From an optimization exercise on the open Yosys and OpenROAD flow, aimed at small area, a short achievable clock period and few clock cycles; shortcuts taken in it are not production practice.
RTL that was checked went through simulation tests only; none was proved equivalent to the original.
For runs 5 to 7, only the layout was checked, not whether the RTL still works.
No activity file was given, so power comes from the tool's default toggle rates.

==> design.v <==
module SME(clk,reset,chardata,isstring,ispattern,valid,match,match_index);
  input clk;
  input reset;
  input [7:0] chardata;
  input isstring;
  input ispattern;
  output match;
  output [4:0] match_index;
  output valid;
  reg match;
  reg [4:0] match_index;
  reg valid;
  reg [7:0] s [0:31];        
  reg [5:0] len;             
  reg       prev_str;        
  reg [31:0] eq_r;           
  reg        v_r;            
  reg        dol_r, star_r, shift_r, car_r;
  reg [32:0] D;              
  reg [4:0]  off;            
  reg        star_seen;
  reg [4:0]  start0;         
  integer k, j;
  wire newstr = isstring & ~prev_str;
  always @(posedge clk) begin
    if (isstring) begin
      for (k = 0; k < 31; k = k + 1) s[k] <= s[k+1];
      s[31] <= chardata;
      len <= newstr ? 6'd1 : len + 6'd1;
    end
  end
  reg [31:0] occ;
  always @(*)
    for (k = 0; k < 32; k = k + 1)
      occ[k] = ({1'b0, k[5:0]} + {1'b0, len}) >= 7'd32;
  wire is_dot  = (chardata == ".");
  wire is_dol  = (chardata == "$");
  wire is_star = (chardata == "*");
  wire is_car  = (chardata == "^");
  wire first = ispattern & ~v_r;    
  wire need = ~(is_dot | is_star);    
  wire [7:0] cmp = {chardata[7], chardata[6] & ~is_car, chardata[5] | is_car,
                    chardata[4:3] & {2{~is_car}}, chardata[2] & ~(is_car | is_dol),
                    chardata[1] & ~is_car, chardata[0]};
  always @(posedge clk) begin
    for (k = 0; k < 32; k = k + 1) eq_r[k] <= (s[k] == cmp) | ~need;
    dol_r   <= is_dol;
    star_r  <= is_star;
    car_r   <= is_car;
    shift_r <= ~(is_dol | is_star | is_car);
  end
  always @(posedge clk or posedge reset) begin
    if (reset) begin
      prev_str <= 1'b0;
      v_r <= 1'b0;
      valid <= 1'b0;
    end else begin
      prev_str <= isstring;
      v_r <= ispattern;
      valid <= v_r & ~ispattern;
    end
  end
  reg [32:0] X, Dn;
  reg [32:0] pre [0:6];
  always @(*) begin
    X[31:0] = D[31:0] & eq_r;
    X[32]   = D[32] & ~shift_r;
    pre[0] = X;
    for (j = 0; j < 6; j = j + 1)
      for (k = 0; k < 33; k = k + 1)
        pre[j+1][k] = ((k >> j) & 1) ? (pre[j][k] | pre[j][((k >> j) << j) - 1]) : pre[j][k];
    Dn = X;
    if (shift_r) Dn = {X[31:0], 1'b0};
    if (star_r)  Dn = pre[6];
    if (car_r)
      begin Dn[0] = D[0]; for (k = 1; k < 33; k = k + 1) Dn[k] = D[k] & (~D[k-1] | eq_r[k-1]); end
  end
  reg [3:0] V [0:7];
  reg [1:0] h0 [0:3], h1 [0:3];
  reg [7:0] xb, H;
  reg [3:0] any;
  reg [3:0] sb;
  reg [4:0] idxb [0:3];
  always @(*) begin
    for (k = 0; k < 8; k = k + 1) V[k] = k[3:0] + {1'b0, off[2:0]};
    for (j = 0; j < 4; j = j + 1) begin
      h0[j] = off[4:3] + j[1:0];
      h1[j] = off[4:3] + j[1:0] + 2'd1;
    end
    for (j = 0; j < 4; j = j + 1) begin
      xb = X[8*j +: 8];
      any[j] = |xb;
      H = xb & ~{xb[6:0] | {xb[5:0], 1'b0} | {xb[4:0], 2'b0} | {xb[3:0], 3'b0} |
                 {xb[2:0], 4'b0} | {xb[1:0], 5'b0} | {xb[0], 6'b0}, 1'b0};
      sb = ({4{H[0]}} & V[0]) | ({4{H[1]}} & V[1]) | ({4{H[2]}} & V[2]) | ({4{H[3]}} & V[3]) |
           ({4{H[4]}} & V[4]) | ({4{H[5]}} & V[5]) | ({4{H[6]}} & V[6]) | ({4{H[7]}} & V[7]);
      idxb[j] = {sb[3] ? h1[j] : h0[j], sb[2:0]};
    end
  end
  wire [4:0] idx_now = any[0] ? idxb[0] : any[1] ? idxb[1] : any[2] ? idxb[2] :
                       any[3] ? idxb[3] : off;
  always @(posedge clk) begin
    D <= first ? {1'b0, occ} : Dn;
    off <= first ? len[4:0] : off - {4'd0, shift_r};
    star_seen <= ~first & (star_seen | star_r);
    if (star_r) start0 <= idx_now;
    match <= |X;
    match_index <= star_seen ? start0 : idx_now;
  end
endmodule
==> run.sh <==
#!/bin/bash
# synth_recipe.tcl (not shown) runs the flow's synth.tcl, then flattens the netlist and writes it again
# the make line also repeats each setting of config.mk as NAME=value (left out here)
make -C /OpenROAD-flow-scripts/flow DESIGN_CONFIG=/design/flow/config.mk WORK_HOME=/design/flow/orfs CLKGATE_MAP_FILE= SYNTH_SCRIPT=/design/flow/synth_recipe.tcl finish
==> config.mk <==
export PLATFORM = sky130hd
export DESIGN_NAME = SME
export DESIGN_NICKNAME = SME
export VERILOG_FILES = /design/flow/design.v
export SDC_FILE = /design/flow/constraint.sdc
export NUM_CORES = 4
export LEC_CHECK = 0
export ABC_CLOCK_PERIOD_IN_PS = 2800
export CAP_MARGIN = 20
export CORE_MARGIN = 2
export CORE_UTILIZATION = 40
export CTS_BUF_LIST = sky130_fd_sc_hd__clkbuf_16
export CTS_CLUSTER_DIAMETER = 100
export CTS_CLUSTER_SIZE = 32
export SETUP_SLACK_MARGIN = 3.6
export SLEW_MARGIN = 20
==> constraint.sdc <==
create_clock -name core_clock -period 6.2 [get_ports {clk}]
set_input_delay 1.2400 -clock core_clock [delete_from_list [all_inputs] [get_ports {clk}]]
set_output_delay 1.2400 -clock core_clock [all_outputs]
set_load 0.01 [all_outputs]
==> flow_metrics.env, run 1 <==
export IMPL_worstMarginPinSlew_ns=0.9373
export IMPL_critPathCapture="start0[3]$_DFFE_PP_"
export IMPL_dp_hpwl_um=28100
export IMPL_postRouteAntennaNets=0
export IMPL_relSlewSlack_pct=37.51
export IMPL_cts_sinks=350
export IMPL_vias=11550
export IMPL_fin_util_pct=45.15
export IMPL_holdWs_ns=0.4661
export IMPL_layout_commonest_cell="edfxtp_1"
export IMPL_nFillCells=3757
export IMPL_rr_worst_depth=10
export IMPL_yosys_warnings=7
export IMPL_drt_first_pass_iters=7
export IMPL_clock_path_buffers=3
export IMPL_syn_inst=1429
export IMPL_cts_tree="built"
export IMPL_first_global_vias=10950
export IMPL_setup_violations=0
export IMPL_clock_latency_ns=0.54
export IMPL_wl_um=44340
export IMPL_ys_types=73
export IMPL_leakage_uw=0.006148
export IMPL_synthToLayoutAreaGrowth_pct=10.72
export IMPL_synth_edf_count=268
export IMPL_synth_nets=1452
export IMPL_gp_congestion=0.9210
export IMPL_via_per_inst=5.858
export IMPL_numCtsBuffers=16
export IMPL_avgSynthCellArea_um2=11.71
export IMPL_final_cell_mix="268 x edfxtp_1, 167 x xnor2_1, 99 x xor2_1"
export IMPL_wl_per_cell_um=22.50
export IMPL_clkSlewWorstSetupHoldPaths_ns=0.12
export IMPL_arrival_ns=2.86
export IMPL_seq_area_frac_synth_pct=58.01
export IMPL_overflow=0
export IMPL_power_density_nw_per_um2=272.6
export IMPL_grt_start_max_net_pins=95
export IMPL_max_freq_mhz=389.2
export IMPL_num_rows=74
export IMPL_hold_violations=0
export IMPL_diodes=0
export IMPL_finalClockSkew_ns=0.03114
export IMPL_peakVddDrop_uv=194.0
export IMPL_critical_path_class="flop to flop"
export IMPL_multi_input_area_um2=6724
export IMPL_worstSetupStartpoint="off[2]$_DFF_P_"
export IMPL_core_area_um2=41020
export IMPL_rr_endpoint="start0[3]$_DFFE_PP_"
export IMPL_antenna_found_initial=0
export IMPL_cp_data_required_time_ns=6.49
export IMPL_drive_above_1_share_pct=9.729
export IMPL_drtIter0Drc=1240
export IMPL_grt_pass1_wl_um=66780
export IMPL_post_route_drc_count=0
export IMPL_tns_ns=0
export IMPL_clockRootBuffer="clkbuf_16"
export IMPL_timing_rr_start="off[2]$_DFF_P_"
export IMPL_period_share_pct=41.44
export IMPL_hold_path_class="flop to flop"
export IMPL_rsz0062_at_grt="true"
export IMPL_ys_flop_type="edfxtp_1"
export IMPL_seq_area_um2=9717
export IMPL_dieArea_um2=43470
export IMPL_status="timing/DRC/antenna clean"
export IMPL_ios=19
export IMPL_die_y_um=208.5
export IMPL_slew_viol_final=0
export IMPL_ys_seq_elements=350
export IMPL_crit_fanout=11
export IMPL_nNetsFinal=1454
export IMPL_cp_end_kind="flop"
export IMPL_synthArstFlopShare_pct=0.8571
export IMPL_cap_viol_max_count=0
export IMPL_netlist_area_um2=16730
export IMPL_grt_usage_pct=19.76
export IMPL_period_needed_ns=2.569
export IMPL_ctsHtreeMaxLevel=1
export IMPL_start_util_pct=40.78
export IMPL_cp_start_kind="flop"
export IMPL_rrSetupSlack_ns=3.63
export IMPL_io_buffers=18
export IMPL_die_w_um=208.5
==> Yosys cell counts, drive strengths merged, types with 3 or more instances <==
cell type / count / share of area, %
dfxtp: 79 / 9.5
o311ai: 3 / 0.16
a31oi: 30 / 1.1
o211ai: 8 / 0.36
o2111ai: 3 / 0.16
clkbuf: 63 / 1.4
a21o: 5 / 0.22
nand3b: 3 / 0.13
or2: 4 / 0.15
o31ai: 6 / 0.27
mux2: 7 / 0.49
nor2b: 6 / 0.22
ha: 11 / 0.82
nand3: 28 / 0.84
o22ai: 17 / 0.64
buf: 30 / 0.85
a21boi: 4 / 0.18
nor2: 67 / 1.5
nand2: 71 / 1.6
a221oi: 4 / 0.21
nand4: 74 / 2.8
inv: 26 / 0.58
a32oi: 4 / 0.21
a211o: 3 / 0.16
a21oi: 69 / 2.1
and3: 6 / 0.22
a222oi: 8 / 0.48
edfxtp: 268 / 48
and4: 3 / 0.16
o21ai: 79 / 2.4
xor2: 101 / 5.3
nand2b: 20 / 0.75
mux2i: 3 / 0.18
xnor2: 167 / 8.7
dfrtp: 3 / 0.45
a211oi: 24 / 1.1
and2: 30 / 1.1
nor3: 14 / 0.42
a311oi: 28 / 1.5
a41oi: 3 / 0.16
a22oi: 12 / 0.54
==> timing repair <==
| action | in CTS | in global routing |
|---|---|---|
| gates cloned | 7 | 2 |
| buffers inserted | 14 | 18 |
| pin swaps | 10 | 7 |
| hold buffers | 0 | 0 |
| gates resized for setup | 69 | 25 |
| endpoints found under the setup margin | 77 | 40 |
==> registers in the layout, summed over array words and instances (netlist names), named ones only <==
| register | flops |
|---|---|
| D | 32 |
| valid | 1 |
| star_r | 1 |
| v_r | 1 |
| car_r | 1 |
| match | 1 |
| shift_r | 1 |
| star_seen | 1 |
| prev_str | 1 |
| off | 5 |
| s | 256 |
| len | 6 |
| match_index | 5 |
| eq_r | 32 |
| start0 | 5 |
==> worst min-delay path by stage <==
stage,startpoint,endpoint,slack (ns),cells after the start
2_1_floorplan,start0[2]$_DFFE_PP_,match_index[2]$_DFF_P_,0.42,2
3_3_place_gp,start0[2]$_DFFE_PP_,match_index[2]$_DFF_P_,0.43,2
3_5_place_dp,start0[2]$_DFFE_PP_,match_index[2]$_DFF_P_,0.44,2
4_1_cts,s[6][2]$_DFFE_PP_,s[5][2]$_DFFE_PP_,0.47,0
5_1_grt,s[6][2]$_DFFE_PP_,s[5][2]$_DFFE_PP_,0.49,0
6_report,start0[2]$_DFFE_PP_,match_index[2]$_DFF_P_,0.47,2
==> power breakdown <==
part	leakage (µW)	total (µW)	switching [µW]	internal (µW)
registers	0.00331	2830	133	2700
logic	0.00257	878	506	372
clock network	0.000271	1340	788	552
total	0.00615	5050	1430	3620
==> kinds of logic (layout without fill, tap and decap cells) <==
| family | Yosys count | in the layout | synth area share (%) |
|---|---|---|---|
| and+or+nand+nor | 338 | 342 | 10.49 |
| muxes | 10 | 10 | 0.6732 |
| buffers and inverters | 120 | 126 | 2.865 |
| adders and majority gates | 11 | 11 | 0.8228 |
| xor gates and xnor gates | 268 | 268 | 14.03 |
| DFF | 350 | 350 | 58.01 |
| AOI/OAI and AO/OA | 332 | 332 | 13.10 |
==> stage by stage <==
stage	setup WS [ns]	instances	power (µW)	cell area, µm²
floorplan	3.587	1429	3354	16950
global placement	2.297	1904	3634	17380
detailed placement	2.174	1904	3641	17380
CTS	3.602	1951	5012	18280
global route	3.537	1971	5237	18520
finish	3.631	1971	5048	18520
==> routing by layer <==
metal / routed length, µm / track usage (%) / up-vias
li1: - / - / 5310
met1: 19700 / 27.59 / 5792
met2: 21160 / 33.01 / 375
met3: 2249 / 2.008 / 70
met4: 1237 / 5.011 / 0
met5: 0 / 0 / -
==> layout make-up <==
class,count,area share [%]
Sequential cell,350,52.47
Multi-Input combinational cell,963,36.31
Timing Repair Buffer,73,4.175
Tap cell,532,3.594
Clock buffer,16,2.162
Clock inverter,10,0.7026
Inverter,27,0.5945
==> worst max-delay path: stages, from the launching register on <==
cell and delay [ns]:
dfxtp_2 0.40, buf_12 0.16, clkinv_4 0.12, ha_1 0.20
a21o_2 0.28, nand3_1 0.09, a21oi_1 0.09, or3_1 0.40
a311oi_2 0.37, nor3_1 0.10, xnor2_1 0.14
Testbench counts, summed over its fixed seeds: cycles 16,721.
==> run 2, diff against run 1 <==
--- a/config.mk
+++ b/config.mk
@@ -9,8 +9,8 @@
 export CAP_MARGIN = 20
 export CORE_MARGIN = 2
 export CORE_UTILIZATION = 40
-export CTS_BUF_LIST = sky130_fd_sc_hd__clkbuf_16
-export CTS_CLUSTER_DIAMETER = 100
-export CTS_CLUSTER_SIZE = 32
+export CTS_BUF_LIST = sky130_fd_sc_hd__clkbuf_8
+export CTS_CLUSTER_DIAMETER = 60
+export CTS_CLUSTER_SIZE = 16
 export SETUP_SLACK_MARGIN = 3.6
 export SLEW_MARGIN = 20
==> run 2 against run 1 <==
Fmax is 0.43% higher; sequential power hardly changed; critical endpoint is now eq_r[19]$_DFF_P_; global-route usage is 0.13 points higher; final area is 0.54% higher; largest power group unchanged; area after synthesis stayed put; count of clock-buffer cells in the layout is 22 higher; sequential share of layout area is 0.26 points lower; die area stayed put.
==> flow_metrics.env, run 2 <==
export IMPL_status="timing/DRC/antenna clean"
export IMPL_reg_top3="s: 256 flops, D: 32 flops, eq_r: 32 flops"
export IMPL_synth_top_area_share_pct=48.11
export IMPL_postLayoutSetupSlackWorst_ns=3.642
export IMPL_clkPwrFrac_pct=28.6
export IMPL_cts_sinks=350
export IMPL_clkSlewWorstSetupHoldPaths_ns=0.10
export IMPL_core_area_um2=41020
export IMPL_cp_start_kind="input port"
export IMPL_power_density_nw_per_um2=279.5
export IMPL_grt_busiest_layer="met2"
export IMPL_antenna_found_initial=1
export IMPL_drtIter0Drc=1323
export IMPL_internal_power_uw=3676
export IMPL_yosys_warnings=7
export IMPL_tns_ns=0
export IMPL_grt_pass1_wl_um=66720
export IMPL_hold_violations=0
export IMPL_nNetsFinal=1466
export IMPL_vias=11590
export IMPL_relSlewSlack_pct=37.31
export IMPL_synthToLayoutAreaGrowth_pct=11.32
export IMPL_cp_data_required_time_ns=6.77
export IMPL_arrival_ns=3.13
export IMPL_ios=19
export IMPL_ys_flop_type="edfxtp_1"
export IMPL_gp_congestion=0.9210
export IMPL_die_w_um=208.5
export IMPL_grt_start_max_net_pins=95
export IMPL_finalClockSkew_ns=0.05120
export IMPL_worstMarginPinSlew_ns=0.9404
export IMPL_post_route_drc_count=0
export IMPL_largest_register="s"
export IMPL_cap_viol_max_count=0
export IMPL_crit_fanout=8
export IMPL_diodes=0
export IMPL_period_needed_ns=2.558
export IMPL_setup_violations=0
export IMPL_power_frac_comb_pct=17.0
export IMPL_ys_seq_elements=350
export IMPL_grt_usage_pct=19.89
export IMPL_cp_end_kind="flop"
export IMPL_postRouteAntennaNets=0
export IMPL_period_share_pct=41.26
export IMPL_netlist_area_um2=16730
export IMPL_synthArstFlopShare_pct=0.8571
export IMPL_largest_register_ffs=256
export IMPL_peakVddDrop_uv=168.1
export IMPL_nFillCells=3788
export IMPL_avgSynthCellArea_um2=11.71
export IMPL_hold_path_class="flop to flop"
export IMPL_switching_share_pct=29.35
export IMPL_leakage_uw=0.006227
export IMPL_slew_viol_final=0
export IMPL_overflow=0
export IMPL_max_freq_mhz=390.9
export IMPL_rsz0062_at_grt="true"
export IMPL_synth_top_cell_by_area="edfxtp_1"
export IMPL_num_rows=74
export IMPL_syn_inst=1429
export IMPL_use_met3_pct=2.838
export IMPL_yosysMostFrequentCell="edfxtp_1"
export IMPL_synth_nets=1452
export IMPL_start_util_pct=40.78
export IMPL_first_global_vias=11120
export IMPL_cts_tree="built"
export IMPL_ys_types=73
export IMPL_final_cell_mix="268 x edfxtp_1, 167 x xnor2_1, 100 x xor2_1"
export IMPL_numCtsBuffers=34
export IMPL_layout_commonest_cell="edfxtp_1"
export IMPL_clock_path_buffers=3
export IMPL_seqPwrFrac_pct=54.4
export IMPL_wl_per_cell_um=22.31
export IMPL_synth_commonest_cells="268 x edfxtp_1, 167 x xnor2_1, 101 x xor2_1, 79 x dfxtp_1, 78 x o21ai_0"
export IMPL_die_y_um=208.5
export IMPL_synth_edf_count=268
export IMPL_clockRootBuffer="clkbuf_8"
export IMPL_drt_first_pass_iters=8
export IMPL_drive_above_1_share_pct=11.10
export IMPL_met1_usage_pct=27.17
export IMPL_dp_hpwl_um=28100
export IMPL_p_switching_uw=1527
export IMPL_wl_um=44620
export IMPL_ctsHtreeMaxLevel=2
export IMPL_critical_path_class="input port to flop"
export IMPL_io_buffers=18
export IMPL_dieArea_um2=43470
export IMPL_post_place_ws_ns=2.174
export IMPL_via_per_inst=5.796
export IMPL_clock_latency_ns=0.63
export IMPL_gr_usage_met2_pct=32.41
export IMPL_synthTopCellsByArea="edfxtp_1 48%, dfxtp_1 9.5%, xnor2_1 8.7%"
export IMPL_seq_area_frac_synth_pct=58.01
## run 2: cell counts after synthesis
No cell type changed its count.
## run 2: worst max-delay path, stage by stage
cell,delay [ns]
buf_2,0.16
buf_12,0.16
nor2_4,0.10
and4_4,0.26
nand2_8,0.09
o311ai_4,0.10
buf_6,0.16
buf_12,0.11
buf_16,0.14
buf_12,0.16
xor2_1,0.15
nand4_1,0.14
o21ai_1,0.15
## run 2: per-stage QoR
stage | cell area [µm²] | power [µW] | cells | utilization, % | hold WS (ns)
after floorplan | 16950 | 3354 | 1429 | - | 0.4215
after global placement | 17380 | 3634 | 1904 | 42.37 | 0.4343
after detailed placement | 17380 | 3641 | 1904 | 42.37 | 0.4429
after CTS | 18290 | 5150 | 1977 | 44.59 | 0.4401
after global routing | 18620 | 5407 | 2000 | 45.40 | 0.4569
final | 18620 | 5204 | 2000 | 45.40 | 0.4497
## run 2: cells by family after synthesis
| logic type | Yosys count | share of synthesized area [%] |
|---|---|---|
| compound gates | 332 | 13.10 |
| xor+xnor | 268 | 14.03 |
| fa+ha+maj | 11 | 0.8228 |
| buf+inv | 120 | 2.865 |
| flops | 350 | 58.01 |
| mux | 10 | 0.6732 |
| simple gates | 338 | 10.49 |
## run 2: area by class of cell
type                            instances  area, µm²  area share, %
Clock inverter                         23      172.7         0.9273
Multi-Input combinational cell        962       6718          36.08
Sequential cell                       350       9722          52.21
Clock buffer                           38      523.0          2.809
Inverter                               27      112.6         0.6048
Tap cell                              532      665.6          3.575
Timing Repair Buffer                   68      706.9          3.797
## run 2: what timing repair did
action	4_1_cts	5_1_grt
hold buffers	0	0
endpoints found under the setup margin	76	51
gates cloned	4	2
pin swaps	6	4
resized for setup	50	38
setup buffers	8	20
## run 2: metal layers
layer | vias up | part of all wire [%]
li1 | 5343 | -
met3 | 74 | 5.6
met1 | 5772 | 44
met2 | 402 | 48
met5 | - | 0
met4 | 0 | 3.0
## run 2: path summary, 6_finish.rpt
| kind | from | endpoint | slack [ns] | cells past startpoint |
|---|---|---|---|---|
| worst max-delay path | chardata[0] | eq_r[19]$_DFF_P_ | 3.64 | 13 |
| worst min-delay path | s[7][3]$_DFFE_PP_ | s[6][3]$_DFFE_PP_ | 0.45 | 0 |
| worst max register to register | eq_r[24]$_DFF_P_ | match_index[1]$_DFF_P_ | 3.70 | 7 |
| worst min register to register | s[7][3]$_DFFE_PP_ | s[6][3]$_DFFE_PP_ | 0.45 | 0 |
| max in group asynchronous | reset | valid$_DFF_PP0_ | 5.27 | 2 |
| min in group asynchronous | reset | prev_str$_DFF_PP0_ | 0.78 | 2 |
## run 2: power by group through the flow
| stage | Clock [µW] | Combinational (µW) | Sequential, µW |
|---|---|---|---|
| final | 1490 | 887 | 2830 |
| after global routing | 1600 | 955 | 2850 |
| after CTS | 1530 | 790 | 2830 |
| after detailed placement | 0 | 763 | 2880 |
| after global placement | 0 | 758 | 2880 |
| after floorplan | 0 | 525 | 2830 |
==> run 3, diff against run 2 <==
==> config.mk (replaced) <==
export PLATFORM = sky130hd
export DESIGN_NAME = SME
export DESIGN_NICKNAME = SME
export VERILOG_FILES = /design/flow/design.v
export SDC_FILE = /design/flow/constraint.sdc
export NUM_CORES = 4
export LEC_CHECK = 0
export CAP_MARGIN = 20
export CORE_MARGIN = 2
export CORE_UTILIZATION = 40
export CTS_BUF_LIST = sky130_fd_sc_hd__clkbuf_16
export CTS_CLUSTER_DIAMETER = 80
export CTS_CLUSTER_SIZE = 25
export SETUP_SLACK_MARGIN = 0
export SLEW_MARGIN = 20
==> run 3 against run 2 <==
Via count is 3.5% lower; clock power is 3% higher; register-to-register slack worse by 0.87 ns; clock skew is 0.026 ns lower; critical path depth is 3 lower; largest power group unchanged; sequential power hardly changed; sequential cell count stayed put; still clean on timing, DRC and antenna; power is 1.4% lower; count of clock-buffer cells in the layout is 17 lower; setup slack worse by 0.90 ns; first-iteration DRC count is 25% lower; synthesized cell count stayed put.
==> flow_metrics.env, run 3 <==
export IMPL_cp_data_required_time_ns=6.67
export IMPL_clock_latency_ns=0.55
export IMPL_gp_congestion=0.9434
export IMPL_synth_nets=1452
export IMPL_wl_per_cell_um=20.89
export IMPL_synthArstFlopShare_pct=0.8571
export IMPL_arrival_ns=3.92
export IMPL_seq_area_frac_synth_pct=58.01
export IMPL_grt_start_max_net_pins=148
export IMPL_layout_commonest_cell="edfxtp_1"
export IMPL_yosysMostFrequentCell="edfxtp_1"
export IMPL_cts_resized_gates=0
export IMPL_cts_sinks=350
export IMPL_power_density_nw_per_um2=283.6
export IMPL_clockRootBuffer="clkbuf_16"
export IMPL_dp_hpwl_um=26690
export IMPL_postRouteAntennaNets=0
export IMPL_io_buffers=18
export IMPL_wl_um=40520
export IMPL_die_y_um=208.5
export IMPL_synth_edf_count=268
export IMPL_ios=19
export IMPL_syn_inst=1429
export IMPL_nNetsFinal=1417
export IMPL_drtIter0Drc=995
export IMPL_first_global_vias=10770
export IMPL_period_share_pct=55.71
export IMPL_status="timing/DRC/antenna clean"
export IMPL_avgSynthCellArea_um2=11.71
export IMPL_timing_rr_start="off[0]$_DFF_P_"
export IMPL_cp_start_kind="input port"
export IMPL_vias=11180
export IMPL_die_w_um=208.5
export IMPL_rr_worst_depth=9
export IMPL_placed_cells=1902
export IMPL_ys_seq_elements=350
export IMPL_synth_top_cell_by_area="edfxtp_1"
export IMPL_reg_top3="s: 256 flops, D: 32 flops, eq_r: 32 flops"
export IMPL_drive_above_1_share_pct=5.469
export IMPL_switching_share_pct=27.97
export IMPL_final_cell_mix="268 x edfxtp_1, 167 x xnor2_1, 101 x xor2_1"
export IMPL_crit_fanout=17
export IMPL_period_needed_ns=3.454
export IMPL_netlist_area_um2=16730
export IMPL_internal_power_uw=3695
export IMPL_peakVddDrop_uv=181.0
export IMPL_largest_register="s"
export IMPL_p_switching_uw=1435
export IMPL_ys_flop_type="edfxtp_1"
export IMPL_dieArea_um2=43470
export IMPL_stdcell_count=1940
export IMPL_via_per_inst=5.763
export IMPL_cts_tree="built"
export IMPL_diodes=0
export IMPL_synth_top_area_share_pct=48.11
export IMPL_worstSetupStartpoint="chardata[5]"
export IMPL_drt_first_pass_iters=6
export IMPL_hold_buffers=0
export IMPL_synthTopCellsByArea="edfxtp_1 48%, dfxtp_1 9.5%, xnor2_1 8.7%"
export IMPL_power_frac_comb_pct=14.8
export IMPL_clock_path_buffers=3
export IMPL_hold_path_class="flop to flop"
export IMPL_synthToLayoutAreaGrowth_pct=8.161
export IMPL_yosys_warnings=7
export IMPL_clkSlewWorstSetupHoldPaths_ns=0.09
export IMPL_min_delay_start="start0[2]$_DFFE_PP_"
export IMPL_relSlewSlack_pct=26.19
export IMPL_grt_pass1_wl_um=63600
export IMPL_hold_violations=0
export IMPL_rsz0062_at_grt="false"
export IMPL_largest_register_ffs=256
export IMPL_post_route_drc_count=0
export IMPL_postCtsSetupBuffers=0
export IMPL_synth_commonest_cells="268 x edfxtp_1, 167 x xnor2_1, 101 x xor2_1, 79 x dfxtp_1, 78 x o21ai_0"
export IMPL_critical_path_class="input port to flop"
export IMPL_leakage_uw=0.005959
export IMPL_power_uw=5131
export IMPL_antenna_found_initial=0
export IMPL_start_util_pct=40.78
export IMPL_grt_usage_pct=18.40
export IMPL_cp_end_kind="flop"
export IMPL_clkPwrFrac_pct=30.0
export IMPL_max_freq_mhz=289.5
export IMPL_finalClockSkew_ns=0.02488
export IMPL_ctsHtreeMaxLevel=1
export IMPL_slew_viol_final=0
export IMPL_num_rows=74
export IMPL_overflow=0
export IMPL_setup_violations=0
export IMPL_hold_depth=2
export IMPL_worstMarginPinSlew_ns=1.107
export IMPL_core_area_um2=41020
export IMPL_ys_types=73
export IMPL_seqPwrFrac_pct=55.2
export IMPL_numCtsBuffers=21
export IMPL_cap_viol_max_count=0
export IMPL_tns_ns=0
[run 3: cell counts after synthesis]
No cell type changed its count.
[run 3: cell type report]
class | instances | area, µm²
repair buffers | 35 | 335.3
flip-flops and latches | 350 | 9708
inverters | 27 | 101.3
clock inverters | 16 | 173.9
multi-input cells | 959 | 6583
well taps | 532 | 665.6
clock buffers | 21 | 525.5
fillers | 3829 | 22920
[run 3: per-stage QoR]
stage	hold WS, ns	utilization (%)	cell area [µm²]	worst slack [ns]
3_5_place_dp	0.4562	42.34	17370	2.174
6_report	0.4758	44.11	18090	2.746
3_3_place_gp	0.4377	42.34	17370	2.246
5_1_grt	0.4859	44.11	18090	2.518
2_1_floorplan	0.4215	-	16730	3.279
4_1_cts	0.4757	44.04	18060	2.740
[run 3: logic make-up after synthesis]
| family | count (synthesis) | synth area share, % |
|---|---|---|
| compound gates | 332 | 13.10 |
| mux | 10 | 0.6732 |
| fa+ha+maj | 11 | 0.8228 |
| xor+xnor | 268 | 14.03 |
| flops | 350 | 58.01 |
| simple gates | 338 | 10.49 |
| buf+inv | 120 | 2.865 |
[run 3: worst paths after layout]
| path | slack [ns] | to |
|---|---|---|
| max | 2.75 | eq_r[16]$_DFF_P_ |
| min in group asynchronous | 0.87 | prev_str$_DFF_PP0_ |
| min reg2reg | 0.48 | match_index[2]$_DFF_P_ |
| max reg2reg | 2.83 | start0[2]$_DFFE_PP_ |
| min | 0.48 | match_index[2]$_DFF_P_ |
| max in group asynchronous | 5.21 | v_r$_DFF_PP0_ |
[run 3: power by group through the flow]
stage,logic [µW],registers (µW),clock network (µW)
4_1_cts,752,2830,1590
5_1_grt,822,2850,1680
2_1_floorplan,506,2830,0
6_report,760,2830,1540
3_5_place_dp,749,2880,0
3_3_place_gp,742,2880,0
[run 3: layer usage]
layer | wire [µm] | global-route usage (%) | vias up
li1 | - | - | 5243
met1 | 19360 | 27.66 | 5497
met2 | 17840 | 28.09 | 380
met3 | 2270 | 2.083 | 61
met4 | 1047 | 4.986 | 0
met5 | 0 | 0 | -
[run 3: critical path, stage by stage]
cell	delay (ns)
clkdlybuf4s50_1	0.62
and3b_1	0.22
and4_1	0.20
nand2_1	0.16
inv_1	0.12
nor2_4	0.46
buf_4	0.41
xor2_1	0.20
nand4_1	0.10
o21ai_0	0.18
==> run 4, diff against run 3 <==
==> config.mk (replaced) <==
export PLATFORM = sky130hd
export DESIGN_NAME = SME
export DESIGN_NICKNAME = SME
export VERILOG_FILES = /design/flow/design.v
export SDC_FILE = /design/flow/constraint.sdc
export NUM_CORES = 4
export LEC_CHECK = 0
export ABC_CLOCK_PERIOD_IN_PS = 2800
export CAP_MARGIN = 0
export CORE_MARGIN = 2
export CORE_UTILIZATION = 40
export CTS_BUF_LIST = sky130_fd_sc_hd__clkbuf_16
export CTS_CLUSTER_DIAMETER = 80
export CTS_CLUSTER_SIZE = 25
export SETUP_SLACK_MARGIN = 3.6
export SLEW_MARGIN = 0
==> run 4 against run 3 <==
Routed wire length is 10% higher; utilization is 1.4 points higher; still clean on timing, DRC and antenna; clock skew is 0.0080 ns higher; die area stayed put; fmax is 37% higher.
==> flow_metrics.env, run 4 <==
export IMPL_final_cell_mix="268 x edfxtp_1, 167 x xnor2_1, 99 x xor2_1"
export IMPL_die_w_um=208.5
export IMPL_drtIter0Drc=1220
export IMPL_wl_per_cell_um=22.57
export IMPL_cp_start_kind="flop"
export IMPL_period_needed_ns=2.514
export IMPL_reg_top3="s: 256 flops, D: 32 flops, eq_r: 32 flops"
export IMPL_arrival_ns=2.96
export IMPL_seq_area_frac_synth_pct=58.01
export IMPL_synth_top_area_share_pct=48.11
export IMPL_synthToLayoutAreaGrowth_pct=11.56
export IMPL_drt_first_pass_iters=6
export IMPL_avgSynthCellArea_um2=11.71
export IMPL_crit_fanout=8
export IMPL_finalClockSkew_ns=0.03284
export IMPL_leakage_uw=0.006201
export IMPL_period_share_pct=40.55
export IMPL_num_rows=74
export IMPL_grt_usage_pct=19.96
export IMPL_syn_inst=1429
export IMPL_tns_ns=0
export IMPL_cp_data_required_time_ns=6.64
export IMPL_relSlewSlack_pct=38.40
export IMPL_overflow=0
export IMPL_postLayoutSetupSlackWorst_ns=3.686
export IMPL_die_y_um=208.5
export IMPL_synthTopCellsByArea="edfxtp_1 48%, dfxtp_1 9.5%, xnor2_1 8.7%"
export IMPL_synth_edf_count=268
export IMPL_core_area_um2=41020
export IMPL_slew_viol_final=0
export IMPL_power_density_nw_per_um2=286.0
export IMPL_synth_nets=1452
export IMPL_diodes=0
export IMPL_layout_commonest_cell="edfxtp_1"
export IMPL_largest_register="s"
export IMPL_clock_latency_ns=0.58
export IMPL_hold_violations=0
export IMPL_postRouteAntennaNets=0
export IMPL_peakVddDrop_uv=201.5
export IMPL_synth_commonest_cells="268 x edfxtp_1, 167 x xnor2_1, 101 x xor2_1, 79 x dfxtp_1, 78 x o21ai_0"
export IMPL_dpl_cell_area_um2=17380
export IMPL_clockRootBuffer="clkbuf_16"
export IMPL_start_util_pct=40.78
export IMPL_largest_register_ffs=256
export IMPL_status="timing/DRC/antenna clean"
export IMPL_clock_path_buffers=3
export IMPL_netlist_area_um2=16730
export IMPL_first_global_vias=11080
export IMPL_max_freq_mhz=397.8
export IMPL_rsz0062_at_grt="true"
export IMPL_vias=11550
export IMPL_cp_end_kind="flop"
export IMPL_io_buffers=18
export IMPL_dieArea_um2=43470
export IMPL_clkSlewWorstSetupHoldPaths_ns=0.10
export IMPL_ys_seq_elements=350
export IMPL_nNetsFinal=1451
export IMPL_cts_sinks=350
export IMPL_post_place_ws_ns=2.174
export IMPL_antenna_found_initial=2
export IMPL_cap_viol_max_count=0
export IMPL_dp_hpwl_um=28100
export IMPL_setup_violations=0
export IMPL_stdcell_count=1977
export IMPL_drive_above_1_share_pct=10.03
export IMPL_grt_start_max_net_pins=95
export IMPL_gp_congestion=0.9210
export IMPL_via_per_inst=5.840
export IMPL_ctsHtreeMaxLevel=1
export IMPL_synth_top_cell_by_area="edfxtp_1"
export IMPL_nFillCells=3750
export IMPL_ys_types=73
export IMPL_worstMarginPinSlew_ns=0.9241
export IMPL_ys_flop_type="edfxtp_1"
export IMPL_yosysMostFrequentCell="edfxtp_1"
export IMPL_synthArstFlopShare_pct=0.8571
export IMPL_grt_pass1_wl_um=67300
export IMPL_placed_cells=1904
export IMPL_wl_um=44630
export IMPL_critical_path_class="flop to flop"
export IMPL_post_route_drc_count=0
export IMPL_yosys_warnings=7
export IMPL_cts_tree="built"
export IMPL_numCtsBuffers=23
export IMPL_ios=19
export IMPL_hold_buffers=0
export IMPL_finalInstanceArea_um2=18660
export IMPL_hold_path_class="flop to flop"
[run 4: cell types whose count changed in the layout (fill, tap and decap cells not counted), moves of 5 or more]
cell,previous run,this run
buf_4,15,32
clkinvlp_4,0,5
clkdlybuf4s50_1,15,2
o21ai_1,0,30
dfxtp_1,76,71
dlygate4sd2_1,0,7
o21ai_0,78,48
and2_4,0,5
[run 4: worst paths after layout]
check	startpoint	endpoint	slack, ns	cells after the start
setup / recovery	eq_r[12]$_DFF_P_	match_index[4]$_DFF_P_	3.69	8
hold / removal	s[24][3]$_DFFE_PP_	s[23][3]$_DFFE_PP_	0.46	0
setup reg to reg	eq_r[12]$_DFF_P_	match_index[4]$_DFF_P_	3.69	8
hold reg to reg	s[24][3]$_DFFE_PP_	s[23][3]$_DFFE_PP_	0.46	0
max in group asynchronous	reset	prev_str$_DFF_PP0_	5.22	2
min in group asynchronous	reset	valid$_DFF_PP0_	0.85	2
[run 4: cells by family after synthesis]
| family | Yosys count | share of synthesized area (%) |
|---|---|---|
| flip-flops | 350 | 58.01 |
| buffers and inverters | 120 | 2.865 |
| adder cells (fa/ha/maj) | 11 | 0.8228 |
| multiplexers | 10 | 0.6732 |
| XOR/XNOR | 268 | 14.03 |
| AO/OA/AOI/OAI | 332 | 13.10 |
| AND/OR/NAND/NOR | 338 | 10.49 |
[run 4: what timing repair did]
| item | 4_1_cts | 5_1_grt |
|---|---|---|
| buffers inserted | 9 | 13 |
| hold endpoints to repair | 0 | 0 |
| gates cloned | 7 | 2 |
| endpoints found under the setup margin | 77 | 38 |
| pin swaps | 9 | 6 |
| gates resized for setup | 65 | 23 |
[run 4: metrics by stage]
stage               total power [µW]  util (%)  hold slack [ns]
global route                    5545     45.50           0.4683
CTS                             5301     45.07           0.4578
finish                          5338     45.50           0.4580
detailed placement              3641     42.37           0.4429
floorplan                       3354         -           0.4215
global placement                3634     42.37           0.4343
[run 4: critical path, stage by stage, from the launching register on]
cell,delay (ns)
dfxtp_1,0.39
a222oi_1,0.42
buf_4,0.20
and4_2,0.37
nand2_2,0.14
a211oi_1,0.33
nor4_2,0.10
xor2_1,0.16
mux2_4,0.27
[run 4: layer usage]
layer  part of all wire (%)  up-vias  track usage, %
met5                      0        -               0
met4                    2.6        0           5.483
met3                    5.4       53           2.294
met2                     48      411           33.38
met1                     44     5773           27.49
li1                       -     5309               -
[run 4: area by class of cell]
type                       count  area (µm²)  share of cell area [%]
multi-input combinational    963        6731                   36.07
tap                          532       665.6                   3.567
clock inverter                19       188.9                   1.012
sequential                   350        9722                   52.10
timing repair buffer          63       665.6                   3.567
inverter                      27       112.6                  0.6034
clock buffer                  23       575.6                   3.084
[run 4: power by group]
group | internal (µW) | switching, µW | leakage [µW]
registers | 2700 | 134 | 0.00331
clock network | 758 | 869 | 0.000384
logic | 373 | 508 | 0.00251
total | 3830 | 1510 | 0.00620
==> run 5, diff against run 4 <==
--- a/design.v
+++ b/design.v
@@ -17,10 +17,11 @@
   reg        v_r;            
   reg        dol_r, star_r, shift_r, car_r;
   reg [32:0] D;              
-  reg [4:0]  off;            
+  reg [7:0]  ol;             
+  reg [3:0]  oh;             
   reg        star_seen;
   reg [4:0]  start0;         
-  integer k, j;
+  integer k, j, b;
   wire newstr = isstring & ~prev_str;
   always @(posedge clk) begin
     if (isstring) begin
@@ -75,6 +76,9 @@
     if (car_r)
       begin Dn[0] = D[0]; for (k = 1; k < 33; k = k + 1) Dn[k] = D[k] & (~D[k-1] | eq_r[k-1]); end
   end
+  wire [4:0] off = {oh[3] | oh[2], oh[3] | oh[1],
+                    ol[7] | ol[6] | ol[5] | ol[4], ol[7] | ol[6] | ol[3] | ol[2],
+                    ol[7] | ol[5] | ol[3] | ol[1]};
   reg [3:0] V [0:7];
   reg [1:0] h0 [0:3], h1 [0:3];
   reg [7:0] xb, H;
@@ -82,10 +86,17 @@
   reg [3:0] sb;
   reg [4:0] idxb [0:3];
   always @(*) begin
-    for (k = 0; k < 8; k = k + 1) V[k] = k[3:0] + {1'b0, off[2:0]};
+    for (k = 0; k < 8; k = k + 1) begin
+      V[k] = 4'd0;
+      for (b = 0; b < 8; b = b + 1) V[k] = V[k] | ({4{ol[b]}} & (k[3:0] + b[3:0]));
+    end
     for (j = 0; j < 4; j = j + 1) begin
-      h0[j] = off[4:3] + j[1:0];
-      h1[j] = off[4:3] + j[1:0] + 2'd1;
+      h0[j] = 2'd0;
+      h1[j] = 2'd0;
+      for (b = 0; b < 4; b = b + 1) begin
+        h0[j] = h0[j] | ({2{oh[b]}} & (j[1:0] + b[1:0]));
+        h1[j] = h1[j] | ({2{oh[b]}} & (j[1:0] + b[1:0] + 2'd1));
+      end
     end
     for (j = 0; j < 4; j = j + 1) begin
       xb = X[8*j +: 8];
@@ -101,7 +112,13 @@
                        any[3] ? idxb[3] : off;
   always @(posedge clk) begin
     D <= first ? {1'b0, occ} : Dn;
-    off <= first ? len[4:0] : off - {4'd0, shift_r};
+    if (first) begin
+      ol <= 8'd1 << len[2:0];
+      oh <= 4'd1 << len[4:3];
+    end else if (shift_r) begin
+      ol <= {ol[0], ol[7:1]};
+      if (ol[0]) oh <= {oh[0], oh[3:1]};
+    end
     star_seen <= ~first & (star_seen | star_r);
     if (star_r) start0 <= idx_now;
     match <= |X;
==> flow/run.sh (new file) <==
#!/bin/bash
# The standard layout (standard.sh, unchanged synthesis and steps), with the
# port buffers made of buf_4 cells instead of the slow delay buffers that
# buffer_ports picks on its own.
set -euo pipefail
echo 'export BUFFER_PORTS_ARGS = -buffer_cell sky130_fd_sc_hd__buf_4' >> config.mk
bash standard.sh > standard.log 2>&1
==> standard.sh (new file) <==
#!/bin/bash
# synth_recipe.tcl (not shown) runs the flow's synth.tcl, then flattens the netlist and writes it again
# the make line also repeats each setting of config.mk as NAME=value (left out here)
make -C /OpenROAD-flow-scripts/flow DESIGN_CONFIG=/design/flow/config.mk WORK_HOME=/design/flow/orfs CLKGATE_MAP_FILE= SYNTH_SCRIPT=/design/flow/synth_recipe.tcl "${@:-finish}"
--- a/config.mk
+++ b/config.mk
@@ -6,11 +6,12 @@
 export NUM_CORES = 4
 export LEC_CHECK = 0
 export ABC_CLOCK_PERIOD_IN_PS = 2800
-export CAP_MARGIN = 0
+export CAP_MARGIN = 20
 export CORE_MARGIN = 2
 export CORE_UTILIZATION = 40
 export CTS_BUF_LIST = sky130_fd_sc_hd__clkbuf_16
 export CTS_CLUSTER_DIAMETER = 80
 export CTS_CLUSTER_SIZE = 25
 export SETUP_SLACK_MARGIN = 3.6
-export SLEW_MARGIN = 0
+export SLEW_MARGIN = 20
+export BUFFER_PORTS_ARGS = -buffer_cell sky130_fd_sc_hd__buf_4
removed: run.sh
==> run 5 against run 4 <==
Routed wire length up 4.7%; power down 2.5%; critical path depth down 1; die area is 1.8% higher; clock power is 3% lower; non-clock buffer count grew 19; via count rose by 3.9%; critical path type unchanged.
==> flow_metrics.env, run 5 <==
export IMPL_ys_flop_type="edfxtp_1"
export IMPL_hold_violations=0
export IMPL_antenna_found_initial=1
export IMPL_synth_top_area_share_pct=49.38
export IMPL_dpl_cell_area_um2=17810
export IMPL_yosys_warnings=7
export IMPL_ys_seq_elements=357
export IMPL_finalInstanceArea_um2=19200
export IMPL_dieArea_um2=44230
export IMPL_io_buffers=18
export IMPL_clock_latency_ns=0.59
export IMPL_critical_path_class="flop to flop"
export IMPL_start_util_pct=40.59
export IMPL_numCtsBuffers=22
export IMPL_cts_tree="built"
export IMPL_grt_usage_pct=20.64
export IMPL_synthTopCellsByArea="edfxtp_1 49%, dfxtp_1 8.7%, xnor2_1 8.3%"
export IMPL_ys_types=74
export IMPL_nFillCells=3810
export IMPL_fin_util_pct=45.77
export IMPL_seqPwrFrac_pct=55.1
export IMPL_hold_path_class="flop to flop"
export IMPL_power_density_nw_per_um2=271.1
export IMPL_clkSlewWorstSetupHoldPaths_ns=0.09
export IMPL_die_w_um=210.3
export IMPL_vias=12000
export IMPL_first_global_vias=11470
export IMPL_period_needed_ns=2.575
export IMPL_wl_per_cell_um=22.96
export IMPL_grt_pass1_wl_um=70200
export IMPL_largest_register_ffs=256
export IMPL_synth_edf_count=280
export IMPL_synth_top_cell_by_area="edfxtp_1"
export IMPL_cp_start_kind="flop"
export IMPL_worstMarginPinSlew_ns=0.8966
export IMPL_setup_violations=0
export IMPL_stdcell_count=2035
export IMPL_synthArstFlopShare_pct=0.8403
export IMPL_wl_um=46730
export IMPL_drtIter0Drc=1342
export IMPL_synthToLayoutAreaGrowth_pct=12.76
export IMPL_synth_nets=1475
export IMPL_netlist_area_um2=17030
export IMPL_finalClockSkew_ns=0.04596
export IMPL_synth_commonest_cells="280 x edfxtp_1, 161 x xnor2_1, 99 x xor2_1, 97 x nand2_1, 86 x o21ai_0"
export IMPL_power_frac_comb_pct=14.6
export IMPL_post_route_drc_count=0
export IMPL_via_per_inst=5.894
export IMPL_cp_end_kind="flop"
export IMPL_leakage_uw=0.006461
export IMPL_seq_area_frac_synth_pct=58.52
export IMPL_rsz0062_at_grt="true"
export IMPL_gp_congestion=0.9187
export IMPL_p_switching_uw=1452
export IMPL_cp_data_required_time_ns=6.51
export IMPL_nNetsFinal=1501
export IMPL_avgSynthCellArea_um2=11.69
export IMPL_die_y_um=210.3
export IMPL_crit_fanout=6
export IMPL_core_area_um2=41950
export IMPL_slew_viol_final=0
export IMPL_drt_first_pass_iters=6
export IMPL_status="timing/DRC/antenna clean"
export IMPL_cap_viol_max_count=0
export IMPL_clkPwrFrac_pct=30.3
export IMPL_period_share_pct=41.53
export IMPL_overflow=0
export IMPL_grt_start_max_net_pins=156
export IMPL_dp_hpwl_um=29560
export IMPL_reg_top3="s: 256 flops, D: 32 flops, eq_r: 32 flops"
export IMPL_drive_above_1_share_pct=12.50
export IMPL_final_cell_mix="280 x edfxtp_1, 151 x xnor2_1, 99 x xor2_1"
export IMPL_cts_sinks=357
export IMPL_switching_share_pct=27.89
export IMPL_ios=19
export IMPL_num_rows=75
export IMPL_placed_cells=1952
export IMPL_ctsHtreeMaxLevel=1
export IMPL_largest_register="s"
export IMPL_peakVddDrop_uv=204.6
export IMPL_layout_commonest_cell="edfxtp_1"
export IMPL_relSlewSlack_pct=40.22
export IMPL_tns_ns=0
export IMPL_clockRootBuffer="clkbuf_16"
export IMPL_clock_path_buffers=3
export IMPL_yosysMostFrequentCell="edfxtp_1"
export IMPL_internal_power_uw=3754
export IMPL_syn_inst=1456
export IMPL_max_freq_mhz=388.4
export IMPL_arrival_ns=2.89
export IMPL_postRouteAntennaNets=0
export IMPL_holdWs_ns=0.4697
export IMPL_diodes=0
## run 5: cell types whose count changed in the layout (fill, tap and decap cells not counted), moves of 7 or more
cell,previous run,this run
buf_4,32,69
nand2_1,68,96
xnor2_1,167,151
edfxtp_1,268,280
a31oi_1,30,19
inv_1,32,22
xnor2_2,0,10
a21oi_1,69,60
dlygate4sd2_1,7,0
mux2i_1,3,10
nor3_1,14,21
## run 5: routing by layer
metal / track usage (%) / routed length (µm) / vias up / share of wire (%)
li1: - / - / 5490 / -
met3: 2.831 / 3155 / 99 / 6.8
met2: 30.93 / 20350 / 475 / 44
met4: 6.163 / 1549 / 0 / 3.3
met1: 31.07 / 21670 / 5931 / 46
met5: 0 / 0 / - / 0
## run 5: power groups by stage
stage | registers (µW) | clock network (µW) | logic, µW
floorplan | 2880 | 0 | 405
global placement | 2940 | 0 | 613
detailed placement | 2940 | 0 | 612
CTS | 2870 | 1620 | 698
global route | 2890 | 1700 | 804
finish | 2870 | 1580 | 758
## run 5: final timing paths
check,start,end,slack (ns),cells past startpoint
max,ol[7]$_DFFE_PP_,start0[1]$_DFFE_PP_,3.63,7
min,start0[1]$_DFFE_PP_,match_index[1]$_DFF_P_,0.47,2
max reg2reg,ol[7]$_DFFE_PP_,start0[1]$_DFFE_PP_,3.63,7
min reg2reg,start0[1]$_DFFE_PP_,match_index[1]$_DFF_P_,0.47,2
max in group asynchronous,reset,prev_str$_DFF_PP0_,5.53,2
min in group asynchronous,reset,v_r$_DFF_PP0_,0.55,2
## run 5: critical path: stages, from the launching register on
cell      delay, ns
edfxtp_1       0.54
buf_4          0.20
nor4_2         0.60
nor3_1         0.11
nor4_1         0.41
o31ai_2        0.17
a21boi_2       0.23
nor2_1         0.06
## run 5: repair_timing
action                                  CTS  global route
endpoints found under the setup margin   58            51
pin swaps                                11            22
buffers inserted                         31             9
gates cloned                              3             2
hold buffers                              0             0
resized for setup                        38            36
## run 5: layout make-up
class / count / area (µm²) / share of cell area (%)
clock inverter: 16 / 167.7 / 0.8732
multi-input combinational: 1000 / 7034 / 36.64
timing repair buffer: 82 / 734.5 / 3.825
sequential: 357 / 9968 / 51.92
tap: 539 / 674.4 / 3.512
inverter: 19 / 71.32 / 0.3714
clock buffer: 22 / 550.5 / 2.867
## run 5: cells by family (layout without fill, tap and decap cells)
logic type	Yosys count	in the layout	synth area share (%)
simple gates	392	396	11.89
buf+inv	103	139	2.462
fa+ha+maj	7	7	0.5143
xor+xnor	260	260	13.37
mux	13	13	0.7863
flops	357	357	58.52
compound gates	324	324	12.46
## run 5: stage by stage
stage	power (µW)	worst slack [ns]
after floorplan	3280	3.597
after global placement	3551	2.518
after detailed placement	3550	2.484
after CTS	5186	3.580
after global routing	5388	3.535
final	5206	3.625
==> run 6, diff against run 5 <==
==> run.sh (new file) <==
#!/bin/bash
# synth_recipe.tcl (not shown) runs the flow's synth.tcl, then flattens the netlist and writes it again
# the make line also repeats each setting of config.mk as NAME=value (left out here)
make -C /OpenROAD-flow-scripts/flow DESIGN_CONFIG=/design/flow/config.mk WORK_HOME=/design/flow/orfs CLKGATE_MAP_FILE= SYNTH_SCRIPT=/design/flow/synth_recipe.tcl finish
--- a/config.mk
+++ b/config.mk
@@ -14,4 +14,3 @@
 export CTS_CLUSTER_SIZE = 25
 export SETUP_SLACK_MARGIN = 3.6
 export SLEW_MARGIN = 20
-export BUFFER_PORTS_ARGS = -buffer_cell sky130_fd_sc_hd__buf_4
removed: flow/run.sh
removed: standard.sh
==> run 6 against run 5 <==
Still clean; final cell count rose by 0.54%; setup slack improved by 0.039 ns; area after synthesis did not move; final area rose by 1.1%; sequential power barely moved; non-clock buffer count rose by 8; die area did not move; routed wire length rose by 1.3%; worst hold slack got worse by 0.0053 ns.
==> flow_metrics.env, run 6 <==
export IMPL_status="timing/DRC/antenna clean"
export IMPL_synthTopCellsByArea="edfxtp_1 49%, dfxtp_1 8.7%, xnor2_1 8.3%"
export IMPL_peakVddDrop_uv=213.0
export IMPL_yosys_warnings=7
export IMPL_nNetsFinal=1510
export IMPL_grt_start_max_net_pins=123
export IMPL_largest_register_ffs=256
export IMPL_dp_hpwl_um=29400
export IMPL_critical_path_class="flop to flop"
export IMPL_synth_top_area_share_pct=49.38
export IMPL_first_global_vias=11700
export IMPL_drt_first_pass_iters=6
export IMPL_cap_viol_max_count=0
export IMPL_finalClockSkew_ns=0.03108
export IMPL_path_delay_family="compound AO/OA/AOI/OAI gates"
export IMPL_numCtsBuffers=22
export IMPL_netlist_area_um2=17030
export IMPL_clock_path_buffers=3
export IMPL_clkSlewWorstSetupHoldPaths_ns=0.09
export IMPL_dieArea_um2=44230
export IMPL_crit_slowest_cell="dfxtp_1"
export IMPL_nFillCells=3786
export IMPL_hold_path_class="flop to flop"
export IMPL_cp_start_kind="flop"
export IMPL_stdcell_count=2046
export IMPL_final_cell_mix="280 x edfxtp_1, 151 x xnor2_1, 97 x xor2_1"
export IMPL_largest_register="s"
export IMPL_grt_pass1_wl_um=71560
export IMPL_overflow=0
export IMPL_period_share_pct=40.90
export IMPL_wl_um=47350
export IMPL_core_area_um2=41950
export IMPL_worstMarginPinSlew_ns=0.9951
export IMPL_drtIter0Drc=1338
export IMPL_fin_util_pct=46.29
export IMPL_hold_violations=0
export IMPL_arrival_ns=2.84
export IMPL_synth_edf_count=280
export IMPL_cp_end_kind="flop"
export IMPL_grt_usage_pct=21.12
export IMPL_ys_types=74
export IMPL_synth_commonest_cells="280 x edfxtp_1, 161 x xnor2_1, 99 x xor2_1, 97 x nand2_1, 86 x o21ai_0"
export IMPL_synth_top_cell_by_area="edfxtp_1"
export IMPL_period_needed_ns=2.536
export IMPL_ys_flop_type="edfxtp_1"
export IMPL_synthArstFlopShare_pct=0.8403
export IMPL_postRouteAntennaNets=0
export IMPL_tns_ns=0
export IMPL_wl_per_cell_um=23.14
export IMPL_clockRootBuffer="clkbuf_16"
export IMPL_post_route_drc_count=0
export IMPL_num_rows=75
export IMPL_synth_nets=1475
export IMPL_io_buffers=18
export IMPL_crit_fanout=6
export IMPL_dpl_cell_area_um2=17840
export IMPL_rrSetupSlack_ns=3.66
export IMPL_postLayoutSetupSlackWorst_ns=3.664
export IMPL_ios=19
export IMPL_relSlewSlack_pct=33.42
export IMPL_gp_congestion=0.9362
export IMPL_slew_viol_final=0
export IMPL_antenna_found_initial=1
export IMPL_die_w_um=210.3
export IMPL_leakage_uw=0.006576
export IMPL_cp_data_required_time_ns=6.51
export IMPL_cts_sinks=357
export IMPL_yosysMostFrequentCell="edfxtp_1"
export IMPL_via_per_inst=5.845
export IMPL_max_freq_mhz=394.3
export IMPL_ctsHtreeMaxLevel=1
export IMPL_avgSynthCellArea_um2=11.69
export IMPL_synthToLayoutAreaGrowth_pct=14.04
export IMPL_rsz0062_at_grt="true"
export IMPL_start_util_pct=40.59
export IMPL_crit_chain="a22oi_2 > a41oi_1 > or2_2 > a31oi_1 > mux2_2 > a21oi_1 > nor2_1"
export IMPL_seq_area_frac_synth_pct=58.52
export IMPL_finalInstanceArea_um2=19420
export IMPL_diodes=0
export IMPL_setup_violations=0
export IMPL_die_y_um=210.3
export IMPL_vias=11960
export IMPL_post_place_ws_ns=2.109
export IMPL_reg_top3="s: 256 flops, D: 32 flops, eq_r: 32 flops"
export IMPL_cts_tree="built"
export IMPL_ys_seq_elements=357
export IMPL_clock_latency_ns=0.59
export IMPL_syn_inst=1456
export IMPL_power_density_nw_per_um2=269.0
export IMPL_cpPeakStageDelay_ns=0.40
export IMPL_drive_above_1_share_pct=12.28
export IMPL_placed_cells=1949
export IMPL_layout_commonest_cell="edfxtp_1"
export IMPL_cp_buffers_inverters=0
## run 6: cell types whose count changed in the layout (fill, tap and decap cells not counted), sizes merged
| cell | delta |
|---|---|
| nor2 | +1 |
| clkdlybuf4s50 | +2 |
| buf | -6 |
| bufbuf | +1 |
| dlygate4sd2 | +7 |
| clkinv | +1 |
| inv | +4 |
| clkinvlp | -3 |
| clkbuf | +4 |
## run 6: repair_timing
| item | CTS | global route |
|---|---|---|
| endpoints found under the setup margin | 75 | 53 |
| setup buffers | 40 | 10 |
| gates cloned | 6 | 1 |
| endpoints found under the hold margin | 0 | 0 |
| resized for setup | 59 | 42 |
| pin swaps | 12 | 14 |
| hold buffers | 0 | 0 |
## run 6: kinds of logic (layout without fill, tap and decap cells)
kind of cell	Yosys count	after routing	synth area share, %
adders and majority gates	7	7	0.5143
buffers and inverters	103	149	2.462
AOI/OAI and AO/OA	324	324	12.46
xor gates and xnor gates	260	260	13.37
and+or+nand+nor	392	397	11.89
muxes	13	13	0.7863
DFF	357	357	58.52
## run 6: final cells by class
cell class	instances	area (µm²)	share of cell area, %
tap	539	674.4	3.473
inverter	19	71.32	0.3673
multi-input combinational	1001	7093	36.53
sequential	357	9966	51.32
clock inverter	18	200.2	1.031
timing repair buffer	90	863.3	4.446
clock buffer	22	550.5	2.835
## run 6: final timing paths
path | to | from | depth (start not counted)
worst max-delay path | start0[0]$_DFFE_PP_ | eq_r[28]$_DFF_P_ | 7
worst min-delay path | s[7][6]$_DFFE_PP_ | s[8][6]$_DFFE_PP_ | 0
worst max register to register | start0[0]$_DFFE_PP_ | eq_r[28]$_DFF_P_ | 7
worst min register to register | s[7][6]$_DFFE_PP_ | s[8][6]$_DFFE_PP_ | 0
max in group asynchronous | prev_str$_DFF_PP0_ | reset | 2
min in group asynchronous | valid$_DFF_PP0_ | reset | 2
## run 6: stage by stage
step	hold slack [ns]	total power, µW
2_1_floorplan	0.4215	3280
5_1_grt	0.4703	5405
6_report	0.4643	5223
3_3_place_gp	0.4440	3540
4_1_cts	0.4657	5225
3_5_place_dp	0.4525	3541
## run 6: report_power, final
part           switching [µW]  internal [µW]  total, µW
clock                     895            704       1600
combinational             444            319        763
sequential                119           2740       2860
total                    1460           3760       5220
## run 6: per-layer routing
layer | up-vias | GRT usage, % | share of wire, %
met4 | 0 | 5.967 | 2.8
li1 | 5499 | - | -
met5 | - | 0 | 0
met3 | 73 | 3.129 | 6.2
met1 | 5937 | 30.16 | 45
met2 | 450 | 33.57 | 46
==> run 7, diff against run 6 <==
==> design.v (replaced) <==
module SME(clk,reset,chardata,isstring,ispattern,valid,match,match_index);
  input clk;
  input reset;
  input [7:0] chardata;
  input isstring;
  input ispattern;
  output match;
  output [4:0] match_index;
  output valid;
  reg match;
  reg [4:0] match_index;
  reg valid;
  reg [7:0] s [0:31];        
  reg [5:0] len;             
  reg       prev_str;        
  reg [31:0] eq_r;
  reg        v_r;            
  reg        need_r, dol_r, star_r, shift_r, car_r;
  reg [32:0] D;              
  reg [4:0]  off;            
  reg        star_seen;
  reg [4:0]  start0;         
  integer k, j;
  wire newstr = isstring & ~prev_str;
  always @(posedge clk) begin
    if (isstring) begin
      for (k = 0; k < 31; k = k + 1) s[k] <= s[k+1];
      s[31] <= chardata;
      len <= newstr ? 6'd1 : len + 6'd1;
    end
  end
  reg [31:0] occ;
  always @(*)
    for (k = 0; k < 32; k = k + 1)
      occ[k] = ({1'b0, k[5:0]} + {1'b0, len}) >= 7'd32;
  wire is_dot  = (chardata == ".");
  wire is_dol  = (chardata == "$");
  wire is_star = (chardata == "*");
  wire is_car  = (chardata == "^");
  wire first = ispattern & ~v_r;    
  wire [7:0] cmp = {chardata[7], chardata[6] & ~is_car, chardata[5] | is_car,
                    chardata[4:3] & {2{~is_car}}, chardata[2] & ~(is_car | is_dol),
                    chardata[1] & ~is_car, chardata[0]};
  always @(posedge clk) begin
    for (k = 0; k < 32; k = k + 1) eq_r[k] <= (s[k] == cmp);
    dol_r   <= is_dol;
    star_r  <= is_star;
    need_r  <= ~(is_dot | is_star | is_car);
    car_r   <= is_car;
    shift_r <= ~(is_dol | is_star | is_car);
  end
  always @(posedge clk or posedge reset) begin
    if (reset) begin
      prev_str <= 1'b0;
      v_r <= 1'b0;
      valid <= 1'b0;
    end else begin
      prev_str <= isstring;
      v_r <= ispattern;
      valid <= v_r & ~ispattern;
    end
  end
  reg [32:0] X, Dn;
  reg [32:0] pre [0:6];
  always @(*) begin
    X[31:0] = D[31:0] & (eq_r | {32{~need_r}});
    X[32]   = D[32] & ~shift_r;
    pre[0] = X;
    for (j = 0; j < 6; j = j + 1)
      for (k = 0; k < 33; k = k + 1)
        pre[j+1][k] = ((k >> j) & 1) ? (pre[j][k] | pre[j][((k >> j) << j) - 1]) : pre[j][k];
    Dn = X;
    if (shift_r) Dn = {X[31:0], 1'b0};
    if (star_r)  Dn = pre[6];
    if (car_r)
      for (k = 1; k < 33; k = k + 1) Dn[k] = X[k] & (~X[k-1] | eq_r[k-1]);
  end
  reg [3:0] any;
  reg [2:0] loc [0:3];
  reg [3:0] sum3 [0:3];
  reg [1:0] hi [0:3];
  reg [4:0] idxb [0:3];
  reg [7:0] xb;
  always @(*) begin
    for (j = 0; j < 4; j = j + 1) begin
      xb = X[8*j +: 8];
      any[j] = |xb;
      loc[j][2] = ~(|xb[3:0]);
      loc[j][1] = loc[j][2] ? ~(|xb[5:4]) : ~(|xb[1:0]);
      loc[j][0] = loc[j][2] ? (loc[j][1] ? ~xb[6] : ~xb[4]) : (loc[j][1] ? ~xb[2] : ~xb[0]);
      sum3[j] = {1'b0, loc[j]} + {1'b0, off[2:0]};
      hi[j] = off[4:3] + j[1:0] + {1'b0, sum3[j][3]};
      idxb[j] = {hi[j], sum3[j][2:0]};
    end
  end
  wire [4:0] idx_now = any[0] ? idxb[0] : any[1] ? idxb[1] : any[2] ? idxb[2] :
                       any[3] ? idxb[3] : off;
  always @(posedge clk) begin
    D <= first ? {1'b0, occ} : Dn;
    off <= first ? len[4:0] : off - {4'd0, shift_r};
    star_seen <= ~first & (star_seen | star_r);
    if (star_r) start0 <= idx_now;
    match <= |X;
    match_index <= star_seen ? start0 : idx_now;
  end
endmodule
--- a/config.mk
+++ b/config.mk
@@ -9,8 +9,5 @@
 export CAP_MARGIN = 20
 export CORE_MARGIN = 2
 export CORE_UTILIZATION = 40
-export CTS_BUF_LIST = sky130_fd_sc_hd__clkbuf_16
-export CTS_CLUSTER_DIAMETER = 80
-export CTS_CLUSTER_SIZE = 25
-export SETUP_SLACK_MARGIN = 3.6
+export SETUP_SLACK_MARGIN = 3.4
 export SLEW_MARGIN = 20
==> run 7 against run 6 <==
Clock skew shrank 0.0063 ns; sequential share of layout area shrank 1.5 points; register-to-register slack lost 0.48 ns; power grew 11%; worst hold slack lost 0.0046 ns; highest routed layer unchanged; sequential power is essentially flat.
==> flow_metrics.env, run 7 <==
export IMPL_yosys_warnings=7
export IMPL_internal_power_uw=4316
export IMPL_drtIter0Drc=1002
export IMPL_max_freq_mhz=331.0
export IMPL_finalClockSkew_ns=0.02475
export IMPL_layout_commonest_cell="edfxtp_1"
export IMPL_ctsHtreeMaxLevel=2
export IMPL_power_density_nw_per_um2=297.4
export IMPL_ys_flop_type="edfxtp_1"
export IMPL_power_frac_comb_pct=13.0
export IMPL_start_util_pct=40.49
export IMPL_clkSlewWorstSetupHoldPaths_ns=0.07
export IMPL_status="timing/DRC/antenna clean"
export IMPL_synth_simple_area_share_pct=8.980
export IMPL_grt_usage_pct=18.86
export IMPL_drt_first_pass_iters=6
export IMPL_postRouteAntennaNets=0
export IMPL_post_route_drc_count=0
export IMPL_synth_edf_count=267
export IMPL_cpPeakStageDelay_ns=0.36
export IMPL_dp_hpwl_um=25350
export IMPL_worstMarginPinSlew_ns=0.9758
export IMPL_clkPwrFrac_pct=38.0
export IMPL_synth_compound_area_share_pct=12.53
export IMPL_period_share_pct=48.73
export IMPL_crit_chain="buf_12 > clkinvlp_4 > buf_12 > o21a_4 > inv_2 > o21ai_2 > a221oi_2 > ha_2 > inv_2 > fa_2 > xnor2_2 > mux2i_1 > o21ai_2 > a31o_2"
export IMPL_numCtsBuffers=37
export IMPL_synth_top_cell_by_area="edfxtp_1"
export IMPL_peakVddDrop_uv=236.7
export IMPL_clockRootBuffer="clkbuf_16"
export IMPL_synth_top_area_share_pct=48.60
export IMPL_synth_top_family_by_area="XOR/XNOR gates"
export IMPL_cp_buffers_inverters=5
export IMPL_ys_types=71
export IMPL_synth_commonest_cells="267 x edfxtp_1, 175 x xor2_1, 87 x nor2_1, 81 x dfxtp_1, 79 x xnor2_1"
export IMPL_leakage_uw=0.006999
export IMPL_synthAdderAreaFrac_pct=2.078
export IMPL_synth_nets=1410
export IMPL_largest_register="s"
export IMPL_cp_data_required_time_ns=6.49
export IMPL_num_rows=74
export IMPL_nFillCells=3584
export IMPL_fin_util_pct=47.88
export IMPL_ys_seq_elements=351
export IMPL_cp_end_kind="flop"
export IMPL_avgSynthCellArea_um2=12.02
export IMPL_synthTopCellsByArea="edfxtp_1 49%, dfxtp_1 9.8%, xor2_1 9.3%"
export IMPL_postLayoutSetupSlackWorst_ns=3.179
export IMPL_wl_um=41520
export IMPL_core_area_um2=40740
export IMPL_cts_tree="built"
export IMPL_grt_pass1_wl_um=63800
export IMPL_synthToLayoutAreaGrowth_pct=18.23
export IMPL_crit_fanout=7
export IMPL_syn_inst=1373
export IMPL_diodes=0
export IMPL_slew_viol_final=0
export IMPL_path_delay_family="compound AO/OA/AOI/OAI gates"
export IMPL_synthArstFlopShare_pct=0.8547
export IMPL_relSlewSlack_pct=34.94
export IMPL_p_switching_uw=1485
export IMPL_clock_latency_ns=0.55
export IMPL_cts_sinks=351
export IMPL_synth_mux_area_fraction_pct=1.289
export IMPL_io_buffers=18
export IMPL_synthXorXnorAreaFrac_pct=13.49
export IMPL_netlist_area_um2=16500
export IMPL_clock_path_buffers=3
export IMPL_dieArea_um2=42880
export IMPL_ios=19
export IMPL_gp_congestion=0.8794
==> run 7: cell count changes after synthesis, sizes merged, moves of 17 or more <==
| cell | before | now |
|---|---|---|
| a211oi | 25 | 2 |
| a21oi | 64 | 46 |
| a311oi | 22 | 2 |
| and2 | 25 | 1 |
| inv | 18 | 39 |
| nand2 | 98 | 52 |
| nand2b | 26 | 9 |
| nand4 | 73 | 36 |
| nor2 | 70 | 87 |
| nor3 | 22 | 53 |
| xnor2 | 161 | 79 |
| xor2 | 99 | 175 |
==> run 7: per-stage QoR <==
| step | total power (µW) | hold slack, ns | std cells |
|---|---|---|---|
| 3_5_place_dp | 3554 | 0.4491 | 1873 |
| 4_1_cts | 5801 | 0.4659 | 1976 |
| 3_3_place_gp | 3541 | 0.4501 | 1873 |
| 2_1_floorplan | 3320 | 0.4215 | 1373 |
| 6_report | 5800 | 0.4597 | 1994 |
| 5_1_grt | 6029 | 0.4705 | 1994 |
==> run 7: layout make-up <==
| cell class | instances | area (µm²) | area share [%] |
|---|---|---|---|
| timing repair buffer | 93 | 999.7 | 5.125 |
| clock inverter | 17 | 168.9 | 0.8660 |
| inverter | 39 | 150.1 | 0.7698 |
| clock buffer | 51 | 1030 | 5.279 |
| multi-input combinational | 911 | 6773 | 34.72 |
| sequential | 351 | 9718 | 49.82 |
| tap | 532 | 665.6 | 3.413 |
==> run 7: path summary, 6_finish.rpt <==
kind,from,to,slack [ns],cells past startpoint
min,start0[4]$_DFFE_PP_,match_index[4]$_DFF_P_,0.46,2
max reg2reg,need_r$_DFF_P_,start0[2]$_DFFE_PP_,3.18,14
max,need_r$_DFF_P_,start0[2]$_DFFE_PP_,3.18,14
min in group asynchronous,reset,v_r$_DFF_PP0_,0.88,2
min reg2reg,start0[4]$_DFFE_PP_,match_index[4]$_DFF_P_,0.46,2
max in group asynchronous,reset,prev_str$_DFF_PP0_,5.19,2
==> run 7: power groups by stage <==
stage	Combinational, µW	Sequential, µW	Clock [µW]
final	756	2840	2200
after global routing	838	2860	2330
after CTS	716	2840	2240
after detailed placement	668	2890	0
after global placement	657	2880	0
after floorplan	479	2840	0
==> run 7: kinds of logic after synthesis <==
kind of cell | after synthesis
flops | 351
fa+ha+maj | 25
simple gates | 303
compound gates | 306
buf+inv | 113
xor+xnor | 254
mux | 21
==> run 7: worst register-to-register path, stage by stage, from the launching register on <==
cell and delay (ns):
dfxtp_4 0.36, buf_12 0.14, clkinvlp_4 0.19, buf_12 0.19, o21a_4 0.21, inv_2 0.05, o21ai_2 0.05, a221oi_2 0.31
ha_2 0.25, inv_2 0.04, fa_2 0.34, xnor2_2 0.14, mux2i_1 0.17, o21ai_2 0.11, a31o_2 0.25
==> run 7: per-layer routing <==
metal / wire [µm] / share of wire, % / global-route usage [%]
met5: 0 / 0 / 0
met4: 1359 / 3.3 / 6.256
met3: 2460 / 5.9 / 2.608
met2: 19210 / 46 / 30.70
met1: 18490 / 45 / 26.01
==> run 7: timing repair <==
action                                 4_1_cts  5_1_grt
hold buffers                                 0        0
endpoints found under the hold margin        0        0
resized for setup                           95       59
pin swaps                                   23       14
setup buffers                               29       16
setup endpoints to repair                   52       48
cloned                                       6        2

Check on run 7: ideal ports give 3.179 ns setup slack; a clkbuf_16 on the clock port and buf_2 on the inputs give 3.179 ns; moving port delays by the midpoint clock arrival (0.589 ns) as well gives 2.917 ns.
